Source: an optimization exercise on an open RTL-to-GDS flow (aim: small area and a short achievable clock period). Production flows keep margins and buffers that such runs may drop. In this exercise RTL edits were held to simulation tests only and were not proved equivalent to the original. In every run shown here, the design's own scripts or RTL, not TritonCTS, make the clock network. The clock input has no modelled driver; a real chip could not lean on it and would need a root buffer or a full tree. Power and IR drop assume default switching activity.

==> flow/design.v, too long to show whole: its modules and the start of the top module <==
// module mac16: 1104 lines
// module mac16_fa: 4 lines
// module mac16_pp: 3 lines
// module mac16_ha: 4 lines
module mac16 (
    input             clk,
    input             rst_n,
    input      [15:0] a,
    input      [15:0] b,
    input      [31:0] acc,
    output reg [31:0] out
);
  // ...
==> flow/flow/run.sh <==
#!/bin/bash
# Own layout flow: the standard ORFS flow (standard.sh, synthesis included)
# with two hooks:
#  - flow/resize_hook.tcl, before the placement resizer: port buffer cells and
#    the drive strength of the operand flip-flops;
#  - flow/cts_hook3.tcl, at the start of CTS: a one-level clock tree of four
#    clkbuf_16 (instead of TritonCTS's two-level H-tree).
set -euo pipefail
here=$(pwd)
export PRE_RESIZE_TCL=$here/flow/resize_hook.tcl
export PRE_CTS_TCL=$here/flow/cts_hook3.tcl
bash standard.sh > $here/standard_flow.log 2>&1
==> flow/flow/cts_hook.tcl <==
# Clock tree: the clock port drives four clkbuf_16 buffers, each placed at the
# centre of one quarter of the flip-flops (split at the median x, then at the
# median y within each half) and driving that quarter's clock pins.  This
# replaces TritonCTS's two-level H-tree; the tree stays balanced (one buffer
# between the port and every flip-flop).
set db [ord::get_db]
set block [ord::get_db_block]
set clk_net [$block findNet clk]
set master [$db findMaster sky130_fd_sc_hd__clkbuf_16]

set sinks {}
foreach it [$clk_net getITerms] {
  if {[$it isInputSignal]} {
    set loc [[$it getInst] getLocation]
    lappend sinks [list $it [lindex $loc 0] [lindex $loc 1]]
  }
}
proc split_half {items idx} {
  set s [lsort -real -index $idx $items]
  set h [expr {[llength $s] / 2}]
  return [list [lrange $s 0 [expr {$h - 1}]] [lrange $s $h end]]
}
set groups {}
foreach half [split_half $sinks 1] {
  foreach q [split_half $half 2] { lappend groups $q }
}
set i 0
foreach g $groups {
  set sx 0; set sy 0
  foreach s $g { set sx [expr {$sx + [lindex $s 1]}]; set sy [expr {$sy + [lindex $s 2]}] }
  set n [llength $g]
  set cx [expr {int($sx / $n)}]
  set cy [expr {int($sy / $n)}]
  set inst [odb::dbInst_create $block $master "clkbuf_q${i}"]
  set net [odb::dbNet_create $block "clknet_q${i}"]
  $net setSigType CLOCK
  [$inst findITerm A] connect $clk_net
  [$inst findITerm X] connect $net
  foreach s $g {
    set it [lindex $s 0]
    $it disconnect
    $it connect $net
  }
  $inst setLocation $cx $cy
  $inst setPlacementStatus PLACED
  puts "cts_hook: clkbuf_q${i} drives $n clock pins"
  incr i
}
$clk_net setSigType CLOCK

# cts.tcl calls clock_tree_synthesis next; the tree is already built.
rename clock_tree_synthesis my_unused_clock_tree_synthesis
proc clock_tree_synthesis {args} { puts "cts_hook: clock tree built by flow/cts_hook.tcl" }
==> flow/flow/cts_hook2.tcl <==
# Clock tree, two levels: the clock port drives four root buffers; each drives
# two leaf buffers, and each leaf buffer drives the clock pins of one eighth of
# the flip-flops (recursive halving at the median, alternating x and y).  Every
# flip-flop sees the same two buffers between it and the port.
set db [ord::get_db]
set block [ord::get_db_block]
set clk_net [$block findNet clk]
set leaf_master [$db findMaster sky130_fd_sc_hd__clkbuf_16]
set root_master [$db findMaster sky130_fd_sc_hd__clkbuf_8]

set sinks {}
foreach it [$clk_net getITerms] {
  if {[$it isInputSignal]} {
    set loc [[$it getInst] getLocation]
    lappend sinks [list $it [lindex $loc 0] [lindex $loc 1]]
  }
}
proc bisect {items idx depth} {
  if {$depth == 0} { return [list $items] }
  set s [lsort -real -index $idx $items]
  set h [expr {[llength $s] / 2}]
  set nidx [expr {$idx == 1 ? 2 : 1}]
  return [concat [bisect [lrange $s 0 [expr {$h - 1}]] $nidx [expr {$depth - 1}]] \
                 [bisect [lrange $s $h end] $nidx [expr {$depth - 1}]]]
}
proc centre {items} {
  set sx 0; set sy 0
  foreach s $items { set sx [expr {$sx + [lindex $s 1]}]; set sy [expr {$sy + [lindex $s 2]}] }
  set n [llength $items]
  return [list [expr {int($sx / $n)}] [expr {int($sy / $n)}]]
}
set groups [bisect $sinks 1 3]
for {set r 0} {$r < 4} {incr r} {
  set rinst [odb::dbInst_create $block $root_master "clkbuf_r${r}"]
  set rnet [odb::dbNet_create $block "clknet_r${r}"]
  $rnet setSigType CLOCK
  [$rinst findITerm A] connect $clk_net
  [$rinst findITerm X] connect $rnet
  set both [concat [lindex $groups [expr {2 * $r}]] [lindex $groups [expr {2 * $r + 1}]]]
  lassign [centre $both] cx cy
  $rinst setLocation $cx $cy
  $rinst setPlacementStatus PLACED
  foreach k {0 1} {
    set l [expr {2 * $r + $k}]
    set g [lindex $groups $l]
    set inst [odb::dbInst_create $block $leaf_master "clkbuf_l${l}"]
    set net [odb::dbNet_create $block "clknet_l${l}"]
    $net setSigType CLOCK
    [$inst findITerm A] connect $rnet
    [$inst findITerm X] connect $net
    foreach s $g {
      set it [lindex $s 0]
      $it disconnect
      $it connect $net
    }
    lassign [centre $g] cx cy
    $inst setLocation $cx $cy
    $inst setPlacementStatus PLACED
    puts "cts_hook: clkbuf_l${l} drives [llength $g] clock pins"
  }
}
$clk_net setSigType CLOCK

# cts.tcl calls clock_tree_synthesis next; the tree is already built.
rename clock_tree_synthesis my_unused_clock_tree_synthesis
proc clock_tree_synthesis {args} { puts "cts_hook: clock tree built by flow/cts_hook2.tcl" }
==> flow/flow/cts_hook3.tcl <==
# Clock tree of inverter pairs: the clock port drives four small clock
# inverters; each drives one clkinv_16, which drives the clock pins of one
# quarter of the flip-flops (halved at the median x, then at the median y).
# Every flip-flop sees the same two inverters between it and the port, so the
# clock keeps its polarity and the tree is balanced.
set db [ord::get_db]
set block [ord::get_db_block]
set clk_net [$block findNet clk]
set leaf_master [$db findMaster sky130_fd_sc_hd__clkinv_16]
set root_master [$db findMaster sky130_fd_sc_hd__clkinv_4]

set sinks {}
foreach it [$clk_net getITerms] {
  if {[$it isInputSignal]} {
    set loc [[$it getInst] getLocation]
    lappend sinks [list $it [lindex $loc 0] [lindex $loc 1]]
  }
}
proc bisect {items idx depth} {
  if {$depth == 0} { return [list $items] }
  set s [lsort -real -index $idx $items]
  set h [expr {[llength $s] / 2}]
  set nidx [expr {$idx == 1 ? 2 : 1}]
  return [concat [bisect [lrange $s 0 [expr {$h - 1}]] $nidx [expr {$depth - 1}]] \
                 [bisect [lrange $s $h end] $nidx [expr {$depth - 1}]]]
}
proc centre {items} {
  set sx 0; set sy 0
  foreach s $items { set sx [expr {$sx + [lindex $s 1]}]; set sy [expr {$sy + [lindex $s 2]}] }
  set n [llength $items]
  return [list [expr {int($sx / $n)}] [expr {int($sy / $n)}]]
}
set i 0
foreach g [bisect $sinks 1 2] {
  lassign [centre $g] cx cy
  set rinst [odb::dbInst_create $block $root_master "clkinv_r${i}"]
  set rnet [odb::dbNet_create $block "clknet_r${i}"]
  $rnet setSigType CLOCK
  [$rinst findITerm A] connect $clk_net
  [$rinst findITerm Y] connect $rnet
  $rinst setLocation $cx $cy
  $rinst setPlacementStatus PLACED
  set inst [odb::dbInst_create $block $leaf_master "clkinv_l${i}"]
  set net [odb::dbNet_create $block "clknet_l${i}"]
  $net setSigType CLOCK
  [$inst findITerm A] connect $rnet
  [$inst findITerm Y] connect $net
  foreach s $g {
    set it [lindex $s 0]
    $it disconnect
    $it connect $net
  }
  $inst setLocation $cx $cy
  $inst setPlacementStatus PLACED
  puts "cts_hook: clkinv_l${i} drives [llength $g] clock pins"
  incr i
}
$clk_net setSigType CLOCK

# cts.tcl calls repair_clock_inverters and clock_tree_synthesis next; the tree
# is already built (and its inverters must not be cloned per flip-flop).
rename repair_clock_inverters my_unused_repair_clock_inverters
proc repair_clock_inverters {args} { puts "cts_hook: clock inverters kept as built" }
rename clock_tree_synthesis my_unused_clock_tree_synthesis
proc clock_tree_synthesis {args} { puts "cts_hook: clock tree built by flow/cts_hook3.tcl" }
==> flow/flow/resize_hook.tcl <==
# Port buffers: a small buffer on inputs, a faster one on outputs (out[*] drives
# the 10 fF load and sits on the output timing path).
set n_in 0
set n_out 0
foreach inst [get_cells *] {
  set name [get_property $inst name]
  set ref [get_property $inst ref_name]
  if {[regexp {^input[0-9]+$} $name] && [string match "*buf*" $ref]
      && [get_property [get_nets -of_objects [get_pins $name/A]] name] ne "rst_n"} {
    replace_cell $inst sky130_fd_sc_hd__buf_1
    incr n_in
  } elseif {[regexp {^output[0-9]+$} $name] && [string match "*buf*" $ref]} {
    replace_cell $inst sky130_fd_sc_hd__buf_2
    incr n_out
  } elseif {[regexp {^[ab]_r\[[0-9]+\]} $name] && $ref eq "sky130_fd_sc_hd__dfxtp_1"} {
    replace_cell $inst sky130_fd_sc_hd__dfxtp_4
  }
}
puts "resize_hook: $n_in input and $n_out output buffers replaced"
==> flow/standard.sh <==
#!/bin/bash
# synth_recipe.tcl (not shown) runs the flow's synth.tcl, then flattens the netlist and writes it again
# the make line also repeats each setting of config.mk as NAME=value (left out here)
make -C /OpenROAD-flow-scripts/flow DESIGN_CONFIG=/design/flow/config.mk WORK_HOME=/design/flow/orfs CLKGATE_MAP_FILE= SYNTH_SCRIPT=/design/flow/synth_recipe.tcl "${@:-finish}"
==> flow/config.mk <==
export PLATFORM = sky130hd
export DESIGN_NAME = mac16
export DESIGN_NICKNAME = mac16
export VERILOG_FILES = /design/flow/design.v
export SDC_FILE = /design/flow/constraint.sdc
export NUM_CORES = 4
export LEC_CHECK = 0
export CAP_MARGIN = 20
export CORE_MARGIN = 2
export CORE_UTILIZATION = 65
export SLEW_MARGIN = 20
export SYNTH_HIERARCHICAL = 1
export SYNTH_MINIMUM_KEEP_SIZE = 0
==> flow/constraint.sdc <==
create_clock -name core_clock -period 15.0 [get_ports {clk}]
set_input_delay 3.0000 -clock core_clock [delete_from_list [all_inputs] [get_ports {clk}]]
set_output_delay 3.0000 -clock core_clock [all_outputs]
set_load 0.01 [all_outputs]
==> flow_metrics.py, run 1 <==
metrics = {
    "cells_and_area": {
        "top_regs": "acc_r: 32 flops, out: 32 flops",
        "multiInputCombCellCount": 728,
        "nNetsFinal": 1368,
        "fin_cells": 1249,
        "fin_area_sq_um": 11820,
        "post-route-util": 0.7155,
    },
    "clock_network": {
        "clk_pin_slew_ps": 80,
    },
    "worst_setup_path": {
        "rr_endpoint": "x_r[17]$_DFF_P_",
        "r2r_setup_slack_ps": 11440,
        "cp.depth": 1,
        "cp-end-kind": "output pin",
    },
    "worst_hold_path": {
        "min_from": "acc_r[31]$_DFF_P_",
    },
    "status": {
        "status": "complete, no violations",
    },
    "power_and_ir_drop": {
        "switching_share": 0.4387,
        "combPwrFrac": 0.604,
        "p_comb_uw": 1190,
        "powerClk_uw": 166,
        "seq-power_uw": 612,
    },
    "floorplanning": {
        "dieHeight_microns": 133.7,
        "core_sq_um": 16520,
        "design.die.area_sq_um": 17860,
        "initial_utilization": 0.6612,
    },
    "routing": {
        "drt-met1-wl_microns": 9925,
    },
    "global_route": {
        "use_met2": 0.4338,
        "grt_most_used_layer": "met2",
    },
    "synthesis": {
        "async_flop_share": 0.2166,
        "synthTopCellsByArea": "fa_1 (42%), dfxtp_1 (23%), nor2_1 (9.4%), dfrtp_1 (7.8%), ha_1 (4.7%)",
        "yosysMostFrequentCell": "nor2_1",
    },
    "sta": {
        "max-slew-margin-rel": 0.4327,
    },
    "place": {
        "post-place-ws_ps": 11280,
    },
}
==> run 2, diff against run 1 <==
--- a/flow/design.v
+++ b/flow/design.v
@@ -734,41 +734,41 @@
     mac16_fa us195 (.a(s77), .b(s79), .c(s9), .s(s195), .co(c196));
     wire s197, c198;
     mac16_fa us197 (.a(s81), .b(c76), .c(s83), .s(s197), .co(c198));
     wire s199, c200;
     mac16_fa us199 (.a(c78), .b(c80), .c(s17), .s(s199), .co(c200));
     wire s201, c202;
     mac16_fa us201 (.a(s85), .b(s87), .c(c82), .s(s201), .co(c202));
     wire s203, c204;
-    mac16_fa us203 (.a(c84), .b(s89), .c(s91), .s(s203), .co(c204));
+    mac16_fa us203 (.a(s89), .b(c84), .c(s91), .s(s203), .co(c204));
     wire s205, c206;
     mac16_fa us205 (.a(c86), .b(c88), .c(s25), .s(s205), .co(c206));
     wire s207, c208;
     mac16_fa us207 (.a(s93), .b(s95), .c(c90), .s(s207), .co(c208));
     wire s209, c210;
-    mac16_fa us209 (.a(s97), .b(c92), .c(s99), .s(s209), .co(c210));
+    mac16_fa us209 (.a(c92), .b(s97), .c(s99), .s(s209), .co(c210));
     wire s211, c212;
     mac16_fa us211 (.a(c94), .b(s101), .c(s103), .s(s211), .co(c212));
     wire s213, c214;
     mac16_fa us213 (.a(s33), .b(c96), .c(c98), .s(s213), .co(c214));
     wire s215, c216;
-    mac16_fa us215 (.a(s105), .b(c100), .c(s107), .s(s215), .co(c216));
+    mac16_fa us215 (.a(c100), .b(s105), .c(s107), .s(s215), .co(c216));
     wire s217, c218;
     mac16_fa us217 (.a(c102), .b(c104), .c(s109), .s(s217), .co(c218));
     wire s219, c220;
     mac16_fa us219 (.a(s111), .b(s37), .c(c106), .s(s219), .co(c220));
     wire s221, c222;
     mac16_fa us221 (.a(s113), .b(c108), .c(s115), .s(s221), .co(c222));
     wire s223, c224;
-    mac16_fa us223 (.a(c110), .b(c112), .c(s39), .s(s223), .co(c224));
+    mac16_fa us223 (.a(c110), .b(c112), .c(s117), .s(s223), .co(c224));
     wire s225, c226;
-    mac16_fa us225 (.a(s117), .b(s119), .c(s121), .s(s225), .co(c226));
+    mac16_fa us225 (.a(s119), .b(s121), .c(s39), .s(s225), .co(c226));
     wire s227, c228;
-    mac16_fa us227 (.a(c114), .b(s123), .c(c116), .s(s227), .co(c228));
+    mac16_fa us227 (.a(c114), .b(c116), .c(s123), .s(s227), .co(c228));
     wire s229, c230;
     mac16_fa us229 (.a(c40), .b(c118), .c(c120), .s(s229), .co(c230));
     wire s231, c232;
     mac16_fa us231 (.a(c122), .b(s125), .c(s127), .s(s231), .co(c232));
     wire s233, c234;
     mac16_fa us233 (.a(s129), .b(s131), .c(c124), .s(s233), .co(c234));
     wire s235, c236;
     mac16_fa us235 (.a(pp_8_13), .b(pp_9_12), .c(c126), .s(s235), .co(c236));
@@ -862,27 +862,27 @@
     mac16_fa us323 (.a(c212), .b(s217), .c(c214), .s(s323), .co(c324));
     wire s325, c326;
     mac16_fa us325 (.a(s219), .b(c216), .c(s221), .s(s325), .co(c326));
     wire s327, c328;
     mac16_fa us327 (.a(c218), .b(s223), .c(s225), .s(s327), .co(c328));
     wire s329, c330;
     mac16_fa us329 (.a(c220), .b(c222), .c(s227), .s(s329), .co(c330));
     wire s331, c332;
-    mac16_fa us331 (.a(c224), .b(s229), .c(c226), .s(s331), .co(c332));
+    mac16_fa us331 (.a(c224), .b(c226), .c(s229), .s(s331), .co(c332));
     wire s333, c334;
     mac16_fa us333 (.a(s231), .b(s233), .c(c228), .s(s333), .co(c334));
     wire s335, c336;
-    mac16_fa us335 (.a(s235), .b(c230), .c(c232), .s(s335), .co(c336));
+    mac16_fa us335 (.a(c230), .b(s235), .c(c232), .s(s335), .co(c336));
     wire s337, c338;
     mac16_fa us337 (.a(s237), .b(s239), .c(c234), .s(s337), .co(c338));
     wire s339, c340;
-    mac16_fa us339 (.a(s241), .b(c236), .c(s243), .s(s339), .co(c340));
+    mac16_fa us339 (.a(s241), .b(c236), .c(c238), .s(s339), .co(c340));
     wire s341, c342;
-    mac16_fa us341 (.a(c238), .b(c240), .c(s245), .s(s341), .co(c342));
+    mac16_fa us341 (.a(s243), .b(c240), .c(s245), .s(s341), .co(c342));
     wire s343, c344;
     mac16_fa us343 (.a(c242), .b(s247), .c(s249), .s(s343), .co(c344));
     wire s345, c346;
     mac16_fa us345 (.a(c244), .b(c246), .c(s251), .s(s345), .co(c346));
     wire s347, c348;
     mac16_fa us347 (.a(c248), .b(c250), .c(s253), .s(s347), .co(c348));
     wire s349, c350;
     mac16_fa us349 (.a(s255), .b(s257), .c(c252), .s(s349), .co(c350));
@@ -934,25 +934,25 @@
     mac16_fa us395 (.a(c316), .b(s319), .c(c318), .s(s395), .co(c396));
     wire s397, c398;
     mac16_fa us397 (.a(c320), .b(s323), .c(c322), .s(s397), .co(c398));
     wire s399, c400;
     mac16_fa us399 (.a(s327), .b(c324), .c(c326), .s(s399), .co(c400));
     wire s401, c402;
     mac16_fa us401 (.a(c328), .b(s331), .c(s333), .s(s401), .co(c402));
     wire s403, c404;
-    mac16_fa us403 (.a(s335), .b(c332), .c(s337), .s(s403), .co(c404));
+    mac16_fa us403 (.a(c332), .b(s335), .c(s337), .s(s403), .co(c404));
     wire s405, c406;
     mac16_fa us405 (.a(c336), .b(s339), .c(s341), .s(s405), .co(c406));
     wire s407, c408;
     mac16_fa us407 (.a(s343), .b(c340), .c(c342), .s(s407), .co(c408));
     wire s409, c410;
-    mac16_fa us409 (.a(c344), .b(s347), .c(s349), .s(s409), .co(c410));
+    mac16_fa us409 (.a(c344), .b(s347), .c(c346), .s(s409), .co(c410));
     wire s411, c412;
-    mac16_fa us411 (.a(s351), .b(c348), .c(s353), .s(s411), .co(c412));
+    mac16_fa us411 (.a(c348), .b(s351), .c(s353), .s(s411), .co(c412));
     wire s413, c414;
     mac16_fa us413 (.a(s355), .b(c352), .c(s357), .s(s413), .co(c414));
     wire s415, c416;
     mac16_fa us415 (.a(c356), .b(s359), .c(s361), .s(s415), .co(c416));
     wire s417, c418;
     mac16_fa us417 (.a(pp_15_13), .b(c360), .c(s363), .s(s417), .co(c418));
     wire s419, c420;
     mac16_fa us419 (.a(acc_r[29]), .b(pp_14_15), .c(pp_15_14), .s(s419), .co(c420));
@@ -978,17 +978,17 @@
     mac16_fa us439 (.a(s293), .b(c380), .c(s381), .s(s439), .co(c440));
     wire s441, c442;
     mac16_fa us441 (.a(s297), .b(c382), .c(s383), .s(s441), .co(c442));
     wire s443, c444;
     mac16_fa us443 (.a(s301), .b(c384), .c(s385), .s(s443), .co(c444));
     wire s445, c446;
     mac16_fa us445 (.a(s305), .b(c386), .c(s387), .s(s445), .co(c446));
     wire s447, c448;
-    mac16_fa us447 (.a(s309), .b(c388), .c(s389), .s(s447), .co(c448));
+    mac16_fa us447 (.a(c388), .b(s309), .c(s389), .s(s447), .co(c448));
     wire s449, c450;
     mac16_fa us449 (.a(s313), .b(c390), .c(s391), .s(s449), .co(c450));
     wire s451, c452;
     mac16_fa us451 (.a(s317), .b(c392), .c(s393), .s(s451), .co(c452));
     wire s453, c454;
     mac16_fa us453 (.a(s321), .b(c394), .c(s395), .s(s453), .co(c454));
     wire s455, c456;
     mac16_fa us455 (.a(s325), .b(c396), .c(s397), .s(s455), .co(c456));
@@ -998,23 +998,23 @@
     mac16_fa us459 (.a(c330), .b(c400), .c(s401), .s(s459), .co(c460));
     wire s461, c462;
     mac16_fa us461 (.a(c334), .b(s403), .c(c402), .s(s461), .co(c462));
     wire s463, c464;
     mac16_fa us463 (.a(c338), .b(s405), .c(c404), .s(s463), .co(c464));
     wire s465, c466;
     mac16_fa us465 (.a(s345), .b(c406), .c(s407), .s(s465), .co(c466));
     wire s467, c468;
-    mac16_fa us467 (.a(c346), .b(c408), .c(s409), .s(s467), .co(c468));
+    mac16_fa us467 (.a(s349), .b(c408), .c(s409), .s(s467), .co(c468));
     wire s469, c470;
     mac16_fa us469 (.a(c350), .b(s411), .c(c410), .s(s469), .co(c470));
     wire s471, c472;
     mac16_fa us471 (.a(c354), .b(s413), .c(c412), .s(s471), .co(c472));
     wire s473, c474;
-    mac16_fa us473 (.a(c358), .b(c414), .c(s415), .s(s473), .co(c474));
+    mac16_fa us473 (.a(c358), .b(s415), .c(c414), .s(s473), .co(c474));
     wire s475, c476;
     mac16_fa us475 (.a(c362), .b(s417), .c(c416), .s(s475), .co(c476));
     wire s477, c478;
     mac16_fa us477 (.a(c364), .b(s419), .c(c418), .s(s477), .co(c478));
     wire s479, c480;
     mac16_fa us479 (.a(acc_r[30]), .b(pp_15_15), .c(c420), .s(s479), .co(c480));
     wire s481, c482;
     mac16_ha us481 (.a(acc_r[0]), .b(pp_0_0), .s(s481), .co(c482));
@@ -1089,17 +1089,139 @@
         y_r[27] <= c472;
         y_r[28] <= c474;
         y_r[29] <= c476;
         y_r[30] <= c478;
         y_r[31] <= c480;
         z_r <= c492;
     end
     wire [31:6] y_v = {y_r[31], y_r[30], y_r[29], y_r[28], y_r[27], y_r[26], y_r[25], y_r[24], y_r[23], y_r[22], y_r[21], y_r[20], y_r[19], y_r[18], y_r[17], y_r[16], y_r[15], y_r[14], y_r[13], y_r[12], y_r[11], y_r[10], y_r[9], y_r[8], y_r[7], y_r[6]};
-    wire [31:6] hi = x_r + y_v + z_r;
+    wire [31:6] g = x_r & y_v;
+    wire [31:6] p = x_r ^ y_v;
+    wire pg1 = g[6] | (p[6] & z_r);
+    wire pg2 = g[8] | (p[8] & g[7]);
+    wire pp2 = p[8] & p[7];
+    wire pg3 = g[10] | (p[10] & g[9]);
+    wire pp3 = p[10] & p[9];
+    wire pg4 = g[12] | (p[12] & g[11]);
+    wire pp4 = p[12] & p[11];
+    wire pg5 = g[14] | (p[14] & g[13]);
+    wire pp5 = p[14] & p[13];
+    wire pg6 = g[16] | (p[16] & g[15]);
+    wire pp6 = p[16] & p[15];
+    wire pg7 = g[18] | (p[18] & g[17]);
+    wire pp7 = p[18] & p[17];
+    wire pg8 = g[20] | (p[20] & g[19]);
+    wire pp8 = p[20] & p[19];
+    wire pg9 = g[22] | (p[22] & g[21]);
+    wire pp9 = p[22] & p[21];
+    wire pg10 = g[24] | (p[24] & g[23]);
+    wire pp10 = p[24] & p[23];
+    wire pg11 = g[26] | (p[26] & g[25]);
+    wire pp11 = p[26] & p[25];
+    wire pg12 = g[28] | (p[28] & g[27]);
+    wire pp12 = p[28] & p[27];
+    wire pg13 = g[30] | (p[30] & g[29]);
+    wire pp13 = p[30] & p[29];
+    wire pg14 = g[7] | (p[7] & pg1);
+    wire pg15 = pg2 | (pp2 & pg1);
+    wire pg16 = g[11] | (p[11] & pg3);
+    wire pp16 = p[11] & pp3;
+    wire pg17 = pg4 | (pp4 & pg3);
+    wire pp17 = pp4 & pp3;
+    wire pg18 = g[15] | (p[15] & pg5);
+    wire pp18 = p[15] & pp5;
+    wire pg19 = pg6 | (pp6 & pg5);
+    wire pp19 = pp6 & pp5;
+    wire pg20 = g[19] | (p[19] & pg7);
+    wire pp20 = p[19] & pp7;
+    wire pg21 = pg8 | (pp8 & pg7);
+    wire pp21 = pp8 & pp7;
+    wire pg22 = g[23] | (p[23] & pg9);
+    wire pp22 = p[23] & pp9;
+    wire pg23 = pg10 | (pp10 & pg9);
+    wire pp23 = pp10 & pp9;
+    wire pg24 = g[27] | (p[27] & pg11);
+    wire pp24 = p[27] & pp11;
+    wire pg25 = pg12 | (pp12 & pg11);
+    wire pp25 = pp12 & pp11;
+    wire pg26 = g[31] | (p[31] & pg13);
+    wire pp26 = p[31] & pp13;
+    wire pg27 = g[9] | (p[9] & pg15);
+    wire pg28 = pg3 | (pp3 & pg15);
+    wire pg29 = pg16 | (pp16 & pg15);
+    wire pg30 = pg17 | (pp17 & pg15);
+    wire pg31 = g[17] | (p[17] & pg19);
+    wire pp31 = p[17] & pp19;
+    wire pg32 = pg7 | (pp7 & pg19);
+    wire pp32 = pp7 & pp19;
+    wire pg33 = pg20 | (pp20 & pg19);
+    wire pp33 = pp20 & pp19;
+    wire pg34 = pg21 | (pp21 & pg19);
+    wire pp34 = pp21 & pp19;
+    wire pg35 = g[25] | (p[25] & pg23);
+    wire pp35 = p[25] & pp23;
+    wire pg36 = pg11 | (pp11 & pg23);
+    wire pp36 = pp11 & pp23;
+    wire pg37 = pg24 | (pp24 & pg23);
+    wire pp37 = pp24 & pp23;
+    wire pg38 = pg25 | (pp25 & pg23);
+    wire pp38 = pp25 & pp23;
+    wire pg39 = g[13] | (p[13] & pg30);
+    wire pg40 = pg5 | (pp5 & pg30);
+    wire pg41 = pg18 | (pp18 & pg30);
+    wire pg42 = pg19 | (pp19 & pg30);
+    wire pg43 = pg31 | (pp31 & pg30);
+    wire pg44 = pg32 | (pp32 & pg30);
+    wire pg45 = pg33 | (pp33 & pg30);
+    wire pg46 = pg34 | (pp34 & pg30);
+    wire pg47 = g[29] | (p[29] & pg38);
+    wire pp47 = p[29] & pp38;
+    wire pg48 = pg13 | (pp13 & pg38);
+    wire pp48 = pp13 & pp38;
+    wire pg49 = pg26 | (pp26 & pg38);
+    wire pp49 = pp26 & pp38;
+    wire pg50 = g[21] | (p[21] & pg46);
+    wire pg51 = pg9 | (pp9 & pg46);
+    wire pg52 = pg22 | (pp22 & pg46);
+    wire pg53 = pg23 | (pp23 & pg46);
+    wire pg54 = pg35 | (pp35 & pg46);
+    wire pg55 = pg36 | (pp36 & pg46);
+    wire pg56 = pg37 | (pp37 & pg46);
+    wire pg57 = pg38 | (pp38 & pg46);
+    wire pg58 = pg47 | (pp47 & pg46);
+    wire pg59 = pg48 | (pp48 & pg46);
+    wire pg60 = pg49 | (pp49 & pg46);
+    wire [31:6] hi;
+    assign hi[6] = p[6] ^ z_r;
+    assign hi[7] = p[7] ^ pg1;
+    assign hi[8] = p[8] ^ pg14;
+    assign hi[9] = p[9] ^ pg15;
+    assign hi[10] = p[10] ^ pg27;
+    assign hi[11] = p[11] ^ pg28;
+    assign hi[12] = p[12] ^ pg29;
+    assign hi[13] = p[13] ^ pg30;
+    assign hi[14] = p[14] ^ pg39;
+    assign hi[15] = p[15] ^ pg40;
+    assign hi[16] = p[16] ^ pg41;
+    assign hi[17] = p[17] ^ pg42;
+    assign hi[18] = p[18] ^ pg43;
+    assign hi[19] = p[19] ^ pg44;
+    assign hi[20] = p[20] ^ pg45;
+    assign hi[21] = p[21] ^ pg46;
+    assign hi[22] = p[22] ^ pg50;
+    assign hi[23] = p[23] ^ pg51;
+    assign hi[24] = p[24] ^ pg52;
+    assign hi[25] = p[25] ^ pg53;
+    assign hi[26] = p[26] ^ pg54;
+    assign hi[27] = p[27] ^ pg55;
+    assign hi[28] = p[28] ^ pg56;
+    assign hi[29] = p[29] ^ pg57;
+    assign hi[30] = p[30] ^ pg58;
+    assign hi[31] = p[31] ^ pg59;
     wire [31:0] sum = {hi, lo_r};
     always @(posedge clk or negedge rst_n) begin
         if (!rst_n)
             out <= 32'd0;
         else
             out <= v2 ? sum : 32'd0;
     end
 endmodule
==> flow/flow/run.sh (replaced) <==
#!/bin/bash
# Own layout flow: the standard ORFS flow (standard.sh, synthesis included)
# with two hooks:
#  - flow/resize_hook.tcl, before the placement resizer: port buffer cells and
#    the drive strength of the operand flip-flops;
#  - flow/cts_hook3.tcl, at the start of CTS: a balanced clock tree of
#    inverter pairs (port -> 4 x clkinv_4 -> 4 x clkinv_16 -> flip-flops)
#    instead of TritonCTS's two-level H-tree of buffers.
set -euo pipefail
here=$(pwd)
export PRE_RESIZE_TCL=$here/flow/resize_hook.tcl
export PRE_CTS_TCL=$here/flow/cts_hook3.tcl
bash standard.sh > $here/standard_flow.log 2>&1
removed: flow/flow/cts_hook.tcl
removed: flow/flow/cts_hook2.tcl
==> flow_metrics.py, run 2 <==
metrics = {
    "synthesis": {
        "synthTopCellsByArea": "fa_1 (44%), dfxtp_1 (23%), nor2_1 (9.8%), dfrtp_1 (8.1%), ha_1 (4.9%)",
        "yosysMostFrequentCell": "nor2_1",
        "synth_flop_cell": "dfxtp_1",
        "synth_area_sq_um": 10550,
        "synth_cells": 875,
        "synth_top_area_frac": 0.4440,
        "synth_nets": 1216,
        "yosysUniqueCellTypes": 39,
        "ys_seq_area_frac": 0.3140,
        "syn_avg_cell_area_sq_um": 12.06,
        "synth-edff-count": 0,
        "synth_commonest_cells": "nor2_1 (276), fa_1 (234), dfxtp_1 (123), inv_1 (46), ha_1 (41)",
        "async_flop_share": 0.2166,
        "ys_ff_latch": 157,
        "yosys.area.top_type": "fa_1",
        "yosys_warnings": 7,
    },
    "sta": {
        "slew_violations": 0,
        "timing.fmax_mhz": 272.6,
        "setup_tns_ps": 0,
        "layout_min_cycle_time_ps": 3669,
        "max-slew-margin-rel": 0.5527,
        "skew_ps": 15.39,
        "worstMarginPinSlew_ps": 670.9,
        "setup_violations": 0,
        "fin_crit_sh": 0.2446,
        "rsz0062_at_grt": "no",
        "hold_viol_final": 0,
    },
    "routing": {
        "drt-pass1-iter-count": 4,
        "highest_layer": "met4",
        "ant_nets": 0,
        "wire_per_inst_microns": 20.06,
        "dr.first_iter.drc_count": 562,
        "via_per_inst": 5.781,
        "wl_met3_microns": 2343,
        "wl_met2_microns": 11260,
        "routed_wl_microns": 23950,
        "vias": 6903,
        "drc": 0,
        "drt-met1-wl_microns": 9609,
    },
    "floorplanning": {
        "dieHeight_microns": 131.4,
        "die_w_microns": 131.4,
        "io_pins": 98,
        "design.die.area_sq_um": 17270,
        "core_sq_um": 15890,
        "num_rows": 46,
        "initial_utilization": 0.6641,
    },
    "global_route": {
        "grt_pass1_wl_microns": 38830,
        "grt_overflow_total": 0,
        "grt_pass1_vias": 7581,
        "grt_max_degree": 41,
        "grtUsageTotal": 0.2879,
        "antenna_found_initial": 0,
    },
    "clock_network": {
        "ctsHoldBuffers": 0,
        "clk_pin_slew_ps": 80,
        "post_cts_resized": 0,
        "post_cts_buffers": 0,
        "insertion_delay_ps": 180,
    },
    "run": {
        "maxCapViolCount": 0,
    },
    "worst_setup_path": {
        "crit_family": "flip-flops",
        "crit_slowest_cell": "dfrtp_1",
        "r2r_setup_slack_ps": 11450,
        "cp-startpoint": "out[18]$_DFF_PN0_",
        "worst_setup_path_start_kind": "flop",
        "crit_path_max_fanout": 1,
        "critPathBufInv": 1,
        "max_stage_delay_ps": 370,
        "crit_chain": "buf_2",
        "r2r-start": "b_r[5]$_DFF_P_",
        "cp-end-kind": "output pin",
        "r2r_cells": 7,
        "timing_worst_setup_path_type": "reg -> out",
        "rr_endpoint": "x_r[18]$_DFF_P_",
        "critPathArrivalTime_ps": 670,
        "crit_required_ps": 12000,
    },
    "cells_and_area": {
        "most-common-layout-cells": "nor2_1 (276), fa_1 (234), dfxtp_1 (91)",
        "nNetsFinal": 1321,
        "area_delta_synth_final_pct": 9.025,
        "diodes": 0,
        "drive_above_1_share": 0.08282,
        "top_regs": "acc_r: 32 flops, out: 32 flops",
        "mostFrequentLayoutCell": "nor2_1",
    },
    "power_and_ir_drop": {
        "peakVddDrop_uv": 72.95,
        "p_leak_uw": 0.005286,
        "p_per_area_nw_per_um2": 157.0,
        "p_total_uw": 1806,
    },
    "worst_hold_path": {
        "hold_path_depth": 0,
        "hold_path_class": "reg -> reg",
        "holdPathEnd": "x_r[31]$_DFF_P_",
        "min_from": "acc_r[31]$_DFF_P_",
    },
    "status": {
        "status": "complete, no violations",
    },
    "place": {
        "gp_congestion": 0.9301,
        "dp.final_hpwl_microns": 18230,
        "io_buffer_count": 97,
    },
}
## run 2: cell count changes in the layout (fill, tap and decap cells not counted), moves of 3 or more
| cell | change |
|---|---|
| o21a_1 | -3 |
| o21ai_2 | -3 |
| xnor2_1 | -3 |
| and2_1 | -3 |
| mux2i_1 | -4 |
| inv_1 | +9 |
| a21oi_1 | -16 |
| nand2_1 | -22 |
| fa_1 | +3 |
## run 2: how the worst max path moves through the flow
| stage | end | cells past startpoint |
|---|---|---|
| 2_1_floorplan | x_r[16]$_DFF_P_ | 7 |
| 3_3_place_gp | x_r[16]$_DFF_P_ | 7 |
| 3_5_place_dp | out[31]$_DFF_PN0_ | 2 |
| 4_1_cts | out[30]$_DFF_PN0_ | 2 |
| 5_1_grt | out[3] | 1 |
| 6_report | out[18] | 1 |
## run 2: area by class of cell
class	count	area [sq um]
Fill cell	1196	4383
Inverter	55	331.6
Multi-Input combinational cell	668	7049
Sequential cell	157	3433
Tap cell	216	270.3
Timing Repair Buffer	98	417.9
## run 2: layer usage
metal  up-vias  global-route usage
met5         -                   0
met4         0             0.09239
met3        63             0.05440
met2       453              0.4607
met1      3451              0.4069
li1       2936                   -
## run 2: logic make-up (layout without fill, tap and decap cells)
group | after synthesis | count (layout) | synth area share
AOI/OAI and AO/OA | 49 | 49 | 0.03416
xor gates and xnor gates | 11 | 11 | 0.009132
adders and majority gates | 275 | 275 | 0.4926
buffers and inverters | 50 | 153 | 0.01779
DFF | 157 | 157 | 0.3140
muxes | 5 | 5 | 0.004744
other | 1 | 1 | 0.0003554
and+or+nand+nor | 327 | 327 | 0.1271
## run 2: worst register-to-register path, stage by stage, from the launching register on
cell     delay [ps]
dfxtp_4         500
nor2_1          120
fa_1            570
fa_1            450
fa_1            470
fa_1            390
fa_1            520
fa_1            420
## run 2: modules after synthesis, one instance, submodules excluded
module / flip-flops and latches / copies in the design
mac16: 157 / 1
mac16_fa: 0 / 229
mac16_ha: 0 / 17
mac16_pp: 0 / 256
## run 2: stage by stage
stage / area (sq um) / worst slack, ps / instances / utilization / hold slack (ps)
2_1_floorplan: 10550 / 11520 / 875 / - / 309.6
3_3_place_gp: 11790 / 11130 / 1186 / 0.7420 / 317.8
3_5_place_dp: 11350 / 11280 / 1186 / 0.7143 / 322.9
4_1_cts: 11500 / 11280 / 1194 / 0.7241 / 319.3
5_1_grt: 11500 / 11280 / 1194 / 0.7241 / 342.7
6_report: 11500 / 11330 / 1194 / 0.7241 / 335.7
## run 2: power by group
group / leakage, uW / internal [uW] / switching, uW
Sequential: 0.00148 / 546 / 69.7
Combinational: 0.00374 / 470 / 559
Clock: 0.0000621 / 28.3 / 133
Total: 0.00529 / 1040 / 762

## static timing again, ports no longer ideal
Ports are ideal in the flow. The routed layouts listed here were re-timed in OpenROAD.
Step 1 assumes that a clkbuf_16 drives the clock port and a buf_2 every other input.
Step 2 times the ports against the registers' clock, not the clock port: input delays grow and output delays shrink by t, the midpoint of the rising clock arrivals with the driver on.
Three values: ideal, step 1, step 2; two values: the first two.
run | t (ns) | setup WS [ns] | hold slack, ns
run 1 | 0.288 | 11.322 / 11.209 / 11.305 | 0.350 / 0.350 / 0.350
run 2 | 0.288 | 11.331 / 11.217 / 11.308 | 0.336 / 0.336 / 0.336
After both steps setup and hold are still met in every run listed. The setup slack of run 2, which loses most, moves by -0.114 ns with the drivers and by -0.023 ns with both steps. The worst setup slack also covers recovery checks on asynchronous resets.
